From an optimization exercise on the open Yosys and OpenROAD flow, aimed at small area, a short achievable clock period and few clock cycles per item; shortcuts taken in it are not production practice. In this exercise RTL edits were held to simulation tests only and were not proved equivalent to the original. No driver is modelled on the clock port, so clocking that relies on it looks cheaper here than on a real chip. No activity file was given, so power comes from the tool's default toggle rates.

== north ==
Design fastInvSqrt, start of the top module:
module fastInvSqrt #(
    parameter INT_WIDTH = 12,       
    parameter FRACT_WIDTH = 4        
    )
    (
    input wire clk,
    input wire rst_n,
    input wire [INT_WIDTH+FRACT_WIDTH-1:0] data_in,
    input wire valid_in,
    output reg ready_in,
    output wire [INT_WIDTH+FRACT_WIDTH-1:0] data_out,
    output reg valid_out,
    input wire ready_out
    );
    localparam WORD_WIDTH = INT_WIDTH + FRACT_WIDTH;
    wire [15:0] x = data_in;
    wire [5:0] s;
    wire n23, n24, n25, n26, n27, n28, n29, n30, n31, n32;
    wire n33, n34, n35, n36, n37, n38, n39, n40, n41, n42;
    wire n43, n44, n45, n46, n47, n48, n49, n50, n51, n52;
    wire n53, n54, n55, n56, n57, n58, n59, n60, n61, n62;
    wire n63, n64, n65, n66, n67, n68, n70, n71, n72, n73;
    wire n74, n75, n76, n77, n78, n79, n80, n81, n82, n83;
    wire n84, n85, n86, n87, n88, n89, n90, n91, n92, n93;
    wire n95, n96, n97, n98, n99, n100, n101, n103, n104, n105;
    wire n106, n108, n109, n111, n112;
    assign n23 = ~x[15] & ~x[14];
    assign n24 = ~x[13] & n23;
    assign n25 = ~x[12] & ~x[11];
    assign n26 = ~x[10] & n25;
    assign n27 = ~x[9] & n26;
    assign n28 = x[8] & n27;
    assign n29 = n24 & ~n28;
    assign n30 = ~x[4] & ~x[3];
    assign n31 = ~x[5] & n30;
    assign n32 = ~x[2] & ~x[1];
    assign n33 = n31 & n32;
    assign n34 = ~x[8] & ~x[7];
    assign n35 = ~x[6] & n34;
    assign n36 = n33 & n35;
    assign n37 = n23 & n27;
    assign n38 = n36 & n37;
    assign n39 = ~n29 & ~n38;
    assign n40 = ~x[5] & ~x[2];
    assign n41 = ~n30 & ~n40;
    assign n42 = x[0] & n32;
    assign n43 = ~x[1] & ~n42;
    assign n44 = n30 & ~n43;
    assign n45 = ~x[6] & ~x[5];
    assign n46 = x[1] & x[0];
    assign n47 = n45 & ~n46;
    assign n48 = n44 & n47;
    assign n49 = ~n41 & ~n48;
    assign n50 = x[4] & x[3];
    assign n51 = ~n32 & n50;
    assign n52 = ~n49 & ~n51;
    assign n53 = x[2] & x[1];
    assign n54 = ~n50 & ~n53;
  ...
clock: 12.5 ns
lec_check: 0
cap_margin: 20
core_area: 2.5 2.5 61.5 61.5
die_area: 0 0 64 64
slew_margin: 20
standard.sh (not shown) runs the stock make flow with config.mk's settings and CLKGATE_MAP_FILE= SYNTH_SCRIPT=/design/flow/synth_recipe.tcl, a recipe that flattens the netlist after the stock synthesis.
==> flow/flow/run.sh <==
#!/bin/bash
# The standard layout, except:
#  - synthesis maps the logic with flow/abc_custom.script, a light mapping
#    that keeps the RTL's and-inverter graph, instead of ORFS's
#    abc_speed.script (the rest of the synthesis script is the standard flow's own);
#  - port buffers are buf_1 cells;
#  - the constant outputs share one tie cell;
#  - after clock tree synthesis, cells on the slowest paths are upsized
#    (flow/post_cts.tcl).
set -euo pipefail
here=$PWD
# A scripts folder that is ORFS's, with abc_speed.script replaced.
mkdir -p scripts_custom
for f in "$FLOW_HOME"/scripts/*; do ln -sf "$f" scripts_custom/; done
rm -f scripts_custom/abc_speed.script
cp flow/abc_custom.script scripts_custom/abc_speed.script
cat > synth_custom.tcl <<EOT
set ::env(SCRIPTS_DIR) $here/scripts_custom
source $here/synth_recipe.tcl
EOT
bash standard.sh SYNTH_SCRIPT=$here/synth_custom.tcl synth > synth.log 2>&1
bash standard.sh "BUFFER_PORTS_ARGS=-buffer_cell sky130_fd_sc_hd__buf_1" SKIP_REPAIR_TIE_FANOUT=1 POST_CTS_TCL=$here/flow/post_cts.tcl finish > standard.log 2>&1
==> flow/flow/abc_custom.script <==
strash
dch
map -B 0.3
topo
stime -c
==> flow/flow/post_cts.tcl <==
# After clock tree synthesis: upsize and swap pins (no new buffers) on paths
# with less than 9.0 ns of setup slack, then legalize the placement again.
repair_timing -setup -setup_margin 9.0 -sequence "sizeup,swap" -verbose
detailed_placement
check_placement -verbose
Testbench counts of north, summed over its fixed seeds: cycles 1,028, items 1,024.
The following lists how south was set up differently from north:
==> flow/flow/post_cts.tcl <==
# After clock tree synthesis: upsize and swap pins (no new buffers) on paths
# with less than 9.15 ns of setup slack, then legalize the placement again.
repair_timing -setup -setup_margin 9.15 -sequence "sizeup,swap" -verbose
detailed_placement
check_placement -verbose
==> run notes <==
Across south and north, none had a timing, DRC or antenna violation.
On sequential share of layout area, the lower figure sits with south, not north.
Per the comparison of south with north, part of the cycle the worst path needs decreased 0.22 points, first-iteration DRC count went up, met1 capacity usage during global routing now sits higher, worst setup slack has increased, delay of the slowest cell on the worst path increased by 80 ps relative to the old numbers.
Summary of south over north: power now larger, global-route usage now larger.
south vs north — routed wire length climbed slightly

---

## exp/umber
Starting RTL as in the previous note.
// fastInvSqrt
module fastInvSqrt #(
    parameter INT_WIDTH = 12,       
    parameter FRACT_WIDTH = 4        
    )
    (
    input wire clk,
    input wire rst_n,
    input wire [INT_WIDTH+FRACT_WIDTH-1:0] data_in,
    input wire valid_in,
    output reg ready_in,
    output wire [INT_WIDTH+FRACT_WIDTH-1:0] data_out,
    output reg valid_out,
    input wire ready_out
    );
Settings: LEC_CHECK=0, CAP_MARGIN=20, CORE_AREA=2.5 2.5 61.5 61.5, DIE_AREA=0 0 64 64, SLEW_MARGIN=20; clock period 12.5 ns.
==> flow/flow/run.sh <==
#!/bin/bash
# The standard layout, except:
#  - synthesis maps the logic with flow/abc_custom.script, a light mapping
#    that keeps the RTL's and-inverter graph, instead of ORFS's
#    abc_speed.script (the rest of the synthesis script is the standard flow's own);
#  - port buffers are buf_1 cells;
#  - the constant outputs share one tie cell;
set -euo pipefail
here=$PWD
# A scripts folder that is ORFS's, with abc_speed.script replaced.
mkdir -p scripts_custom
for f in "$FLOW_HOME"/scripts/*; do ln -sf "$f" scripts_custom/; done
rm -f scripts_custom/abc_speed.script
cp flow/abc_custom.script scripts_custom/abc_speed.script
cat > synth_custom.tcl <<EOT
set ::env(SCRIPTS_DIR) $here/scripts_custom
source $here/synth_recipe.tcl
EOT
bash standard.sh SYNTH_SCRIPT=$here/synth_custom.tcl synth > synth.log 2>&1
bash standard.sh "BUFFER_PORTS_ARGS=-buffer_cell sky130_fd_sc_hd__buf_1" SKIP_REPAIR_TIE_FANOUT=1 POST_CTS_TCL=$here/flow/post_cts.tcl finish > standard.log 2>&1
Scripts as last shown in full above: flow/flow/abc_custom.script
Other scripts of this flow, unchanged in this note and not shown: flow/flow/post_cts.tcl, flow/flow/sizeopt.tcl
exp/umber went all the way through synthesis, placement and routing and the layout is clean on timing, DRC and antenna.
Testbench counts of exp/umber, summed over its fixed seeds: cycles 1,028, items 1,024.
Input-level comparison between exp/amber and exp/umber:
==> flow/flow/abc_custom.script <==
strash
map -B 0.3
topo
stime -c
==> run notes <==
- Met1 routing resource usage after global routing in exp/amber vs exp/umber: down 1.8 points
- Comparing exp/umber and exp/amber, the lower part of the power in the clock network was measured on exp/amber.
- In exp/amber the global-route usage turned out 0.90 points lower than in exp/umber.
- exp/amber ended with less met2 track demand over resource in global routing than exp/umber.
- Share of the clock period used by the worst path after layout ended up 0.33 points lower on exp/amber than on exp/umber.
- Area added between synthesis and finish in exp/amber is 1.1 points below exp/umber.
- exp/amber vs exp/umber, cell area after synthesis went up by 1.9%.
- exp/umber has a higher sequential-to-total area share from yosys stat than exp/amber.
- There was hardly any difference in fraction of area in clock buffers and inverters between exp/umber and exp/amber.
- exp/amber -> exp/umber: placeable core region delta 0, exact match
Input changes introduced in exp/fjord (baseline for comparison: exp/amber):
==> flow/flow/abc_custom.script <==
strash
dch
map
topo
stime -c
[summary]
- Lower worst-case setup margin in the final layout goes to exp/amber over exp/fjord.
- Area overhead of the layout relative to synthesis: exp/fjord and exp/amber compared, lower one is exp/amber
- In the reports for exp/fjord and exp/amber, the larger final wirelength belongs to exp/fjord.
- Comparing exp/fjord and exp/amber, the lower data arrival time of the worst path was measured on exp/fjord.
- Going from exp/amber to exp/fjord, net switching power figure grew slightly.
- In the metrics for exp/fjord and exp/amber, the one carrying the lower final-layout non-clock buffer area share is exp/amber.
- | global-route wire length before repair | exp/fjord vs exp/amber | 10% higher |
diff inputs: exp/fjord => exp/lagoon
==> flow/flow/abc_custom.script <==
strash
dch
map -B 0.2
topo
stime -c
## What came out
exp/lagoon vs. exp/fjord: area of all placed cells without fillers went down by 0.63%.
Fraction of cell area in non-clock buffers: exp/lagoon vs exp/fjord down 0.23 points
exp/lagoon against exp/fjord: total power per unit cell area shrank by 1.7 nW/µm²; count of clock-buffer cells in the layout fell by 1.
exp/lagoon vs exp/fjord on switching share of power: exp/lagoon is the higher one.
Proportion of power drawn by the clock network on exp/lagoon is down relative to exp/fjord.
> inputs changed (exp/lagoon -> exp/quartz)
==> flow/flow/abc_custom.script <==
strash
dch
map -B 0.15
topo
stime -c
==> comparison <==
exp/quartz completed every stage of the flow, and the final layout passed the timing, design-rule and antenna checks. Against exp/lagoon, exp/quartz comes in 0.41 points lower on fraction of the mapped netlist area in compound gates. Diff exp/lagoon -> exp/quartz: maximum frequency fell by about 1.6%; sequential share of layout area lost 0.22 points; net switching component of the power has increased; largest fanout on the critical path dropped 3; final critical-path share of the clock period picked up an extra 0.48 points. exp/lagoon -> exp/quartz: die span in x flat. Of exp/quartz and exp/lagoon, the lower post-detailed-route via-to-cell ratio belongs to exp/lagoon. Against exp/lagoon, total clock network power in exp/quartz came out worse. Comparing exp/quartz and exp/lagoon, met1 track demand over resource in global routing is higher on exp/quartz.
> inputs changed (exp/quartz -> exp/indigo)
==> flow/flow/abc_custom.script <==
strash
map
topo
stime -c
--- outcome ---
Internal power consumption (exp/indigo over exp/quartz): increase, 0.34%
On clock latency on the worst-skew pair, exp/quartz and exp/indigo are basically level.
[exp/indigo vs exp/quartz] sequential share of layout area: lower in exp/indigo
Number of non-clock buffers in the layout: exp/indigo vs exp/quartz — no meaningful difference
Compared with exp/quartz, exp/indigo shows clock network power lower by about 5%.
Changes observed in exp/indigo relative to exp/quartz: combinational share of power up 0.9 points, sequential share of the synthesized area dropped 0.16 points, clock network area share shows no meaningful change.

[port drivers added, routing unchanged]
How much do the figures lean on ideal ports? The routed layouts below were timed once more, with nothing changed but the port constraints.
Step 1 (the two cells are an assumption about what drives the block):
set clk [get_ports {clk}]
set_driving_cell -lib_cell sky130_fd_sc_hd__clkbuf_16 $clk
set_driving_cell -lib_cell sky130_fd_sc_hd__buf_2 [delete_from_list [all_inputs] $clk]
Step 2 adds t to the input delays and takes it off the output delays; t is the mean of the earliest and latest rising clock arrival at the registers after step 1. Input paths then give back, and output paths get back, about the clock's delay inside the block.
a / b / c = no drivers / after step 1 / after step 2; a / b = the first two.
run	shift t [ns]	setup slack, ns	worst setup path after step 2
north	0.266	8.924 / 8.922 / 8.656	input to register
south	0.266	8.952 / 8.947 / 8.682	input to register
exp/umber	0.265	8.870 / 8.867 / 8.602	input to register
exp/amber	0.265	8.911 / 8.908 / 8.643	input to register
exp/fjord	0.264	9.008 / 9.005 / 8.741	input to register
exp/lagoon	0.268	8.956 / 8.953 / 8.686	input to register
exp/quartz	0.264	8.896 / 8.893 / 8.629	input to register
exp/indigo	0.262	8.990 / 8.990 / 8.729	input to register
After both steps every run listed still meets setup and hold.
